Source: an optimization exercise on an open RTL-to-GDS flow (aim: small area). Production flows keep margins and buffers that such runs may drop. Only simulation tests tie the RTL to the original design; equivalence was not proved.

job 1187:
Design lidar_system_top, start of the top module:
module lidar_system_top (
    input  wire clk,
    input  wire rst,
    input  wire rx,
    output wire tx,
    output wire [15:0] dbg_max_idx,
    output wire [15:0] dbg_min_idx,
    output wire [15:0] dbg_max_dist,
    output wire [15:0] dbg_min_dist,
    output wire [15:0] dbg_obs_alert,
    output wire [15:0] dbg_max_angle,
    output wire [15:0] dbg_min_angle,
    output wire        dbg_angle_done
);
Size in the first run: ~590 cells after synthesis, about 210 flip-flops, about 120 I/O pins, about 0.0072 mm2 of cells after synthesis.
==> flow/config.mk <==
export PLATFORM = sky130hd
export DESIGN_NAME = lidar_system_top
export DESIGN_NICKNAME = lidar_system_top
export VERILOG_FILES = /design/flow/design.v
export SDC_FILE = /design/flow/constraint.sdc
export NUM_CORES = 4
export LEC_CHECK = 0
export CAP_MARGIN = 20
export CORE_MARGIN = 2
export CORE_UTILIZATION = 40
export PLACE_DENSITY = 0.6
export SLEW_MARGIN = 20
==> flow/constraint.sdc <==
create_clock -name core_clock -period 10.0 [get_ports {clk}]
set_input_delay 2.0000 -clock core_clock [delete_from_list [all_inputs] [get_ports {clk}]]
set_output_delay 2.0000 -clock core_clock [all_outputs]
set_load 0.01 [all_outputs]
standard.sh (not shown) runs the stock make flow with config.mk's settings and CLKGATE_MAP_FILE= SYNTH_SCRIPT=/design/flow/synth_recipe.tcl, a recipe that flattens the netlist after the stock synthesis.
==> flow/flow/run.sh <==
#!/bin/bash
# The standard ORFS flow (standard.sh) with these changes:
#  - synthesis: the standard script, but abc maps the logic for area
#    (flow/area.abc), adders included (no ADDER_MAP_FILE); flip-flops are
#    the standard synthesis's
#  - port buffers use sky130_fd_sc_hd__buf_1
#  - clock tree: clkbuf_8 buffers, sink clusters of 20, no dummy loads
# Tool logs: orfs/logs/..., make output in finish.log.
set -euo pipefail
F=$PWD/flow
export MY_ABC_SCRIPT=$F/area.abc
export BUFFER_PORTS_ARGS="-buffer_cell sky130_fd_sc_hd__buf_1"
export CTS_ARGS="-sink_clustering_enable -repair_clock_nets -dont_use_dummy_load -buf_list sky130_fd_sc_hd__clkbuf_8 -root_buf sky130_fd_sc_hd__clkbuf_8 -sink_clustering_size 20 -sink_clustering_max_diameter 60"
bash standard.sh finish SYNTH_SCRIPT=$F/my_synth.tcl ADDER_MAP_FILE= > finish.log 2>&1
==> flow/flow/area.abc <==
strash
ifraig
dc2
dch -f
amap -m -F 4 -A 16
==> flow/flow/my_synth.tcl <==
# synth_recipe.tcl (the standard synthesis: synth without fsm and share,
# then flattened and renamed) with one change: abc maps the logic with the
# area-oriented script in MY_ABC_SCRIPT instead of ORFS's speed script.
# Flip-flops are mapped before abc runs, so they are the standard ones.
proc synth {args} { yosys synth -nofsm -noshare {*}$args }
proc abc {args} {
  set i [lsearch -exact $args -script]
  if {$i >= 0 && [info exists ::env(MY_ABC_SCRIPT)]} {
    set args [lreplace $args [expr {$i + 1}] [expr {$i + 1}] $::env(MY_ABC_SCRIPT)]
  }
  yosys abc {*}$args
}
source $::env(SCRIPTS_DIR)/synth.tcl
# left out here: clear keep_hierarchy, flatten, clean up, hide names made inside functions, write 1_2_yosys.v
Job 1187 went all the way through synthesis, placement and routing and the layout is clean on timing, DRC and antenna.
#### Input delta (job 3691 over job 1187)
==> flow/flow/run.sh <==
#!/bin/bash
# Standard synthesis, then the standard ORFS steps with two changes:
#  - port buffers use sky130_fd_sc_hd__buf_1
#  - clock tree: small buffers and sink clusters, no dummy loads
set -euo pipefail
bash standard.sh synth > synth.log 2>&1
export BUFFER_PORTS_ARGS="-buffer_cell sky130_fd_sc_hd__buf_1"
export CTS_ARGS="-sink_clustering_enable -repair_clock_nets -dont_use_dummy_load -buf_list sky130_fd_sc_hd__clkbuf_4 -root_buf sky130_fd_sc_hd__clkbuf_8 -sink_clustering_size 10 -sink_clustering_max_diameter 40"
bash standard.sh finish > finish.log 2>&1
removed: flow/flow/area.abc
removed: flow/flow/my_synth.tcl
Notes after the runs:
For final area, dividing the value from job 1187 by the value from job 3691 gives 0.930.
Across both runs, pin count of the biggest net entering global routing was higher for job 3691 than for job 1187.
Lower number of inverters outside the clock class in the layout goes to job 3691 over job 1187.
The logic depth of the worst setup path including buffers number comes out lower for job 1187 vs job 3691.
Diff job 1187 -> job 3691 | routability congestion estimate | down by a few percent
Job 3691: relative max-transition margin 3.4 points below job 1187
Inputs modified between job 3691 and job 7598:
--- a/flow/flow/run.sh
+++ b/flow/flow/run.sh
@@ -2 +2,4 @@
-# Standard synthesis, then the standard ORFS steps with two changes:
+# The standard ORFS flow (standard.sh) with these changes:
+#  - synthesis: the standard script, but abc maps the logic for area
+#    (flow/area.abc), adders included (no ADDER_MAP_FILE); flip-flops are
+#    the standard synthesis's
@@ -4 +7,2 @@
-#  - clock tree: small buffers and sink clusters, no dummy loads
+#  - clock tree: clkbuf_4 buffers, small sink clusters, no dummy loads
+# Tool logs: orfs/logs/..., make output in finish.log.
@@ -6 +10,2 @@
-bash standard.sh synth > synth.log 2>&1
+F=$PWD/flow
+export MY_ABC_SCRIPT=$F/area.abc
@@ -9 +14 @@
-bash standard.sh finish > finish.log 2>&1
+bash standard.sh finish SYNTH_SCRIPT=$F/my_synth.tcl ADDER_MAP_FILE= > finish.log 2>&1
==> flow/flow/area.abc (new file) <==
strash
ifraig
dc2
dch -f
amap -m -F 4 -A 16
==> flow/flow/my_synth.tcl (new file) <==
# synth_recipe.tcl (the standard synthesis: synth without fsm and share,
# then flattened and renamed) with one change: abc maps the logic with the
# area-oriented script in MY_ABC_SCRIPT instead of ORFS's speed script.
# Flip-flops are mapped before abc runs, so they are the standard ones.
proc synth {args} { yosys synth -nofsm -noshare {*}$args }
proc abc {args} {
  set i [lsearch -exact $args -script]
  if {$i >= 0 && [info exists ::env(MY_ABC_SCRIPT)]} {
    set args [lreplace $args [expr {$i + 1}] [expr {$i + 1}] $::env(MY_ABC_SCRIPT)]
  }
  yosys abc {*}$args
}
source $::env(SCRIPTS_DIR)/synth.tcl
# left out here: clear keep_hierarchy, flatten, clean up, hide names made inside functions, write 1_2_yosys.v
Notes after the runs:
Met1 routed wirelength after detailed routing: job 7598 vs job 3691 down 6.2%
The post-placement setup slack of job 7598 is lower than that of job 3691.
For the clock latency on the worst-skew pair, job 7598 came in 0.04 ns lower than job 3691 did.
Relative to job 3691, sequential share of layout area has increased by 4.5 points in job 7598.
Maximum VDD drop delta for job 7598 relative to job 3691: about 8% lower
Job 3691 → job 7598: multi-input gate count -50, worst setup slack -0.17 ns.

==> re-timing with driven ports <==
No port has a modelled driver above. Below, the same layouts with a new extraction and two added sets of constraints. Step 1, drivers: a clkbuf_16 drives clk and a buf_2 each remaining input, both assumed. Step 2 times the ports against the registers' clock, not the clock port: input delays grow and output delays shrink by t, the midpoint of the rising clock arrivals with the driver on. Slacks: ideal / step 1 / step 2; pairs: ideal / step 1.
run	shift t [ns]	slack for setup (ns)	worst setup path after step 2	slew at the worst register clock pin (ns)	cell pins on the clock port's net
job 1187	0.503	6.193 / 6.159 / 6.359	register to register	0.12 / 0.12	1
job 3691	0.545	6.360 / 6.323 / 6.382	register to register	0.11 / 0.11	1
job 7598	0.520	6.185 / 6.152 / 6.340	register to register	0.10 / 0.10	1
After both steps setup and hold are still met in every run listed.
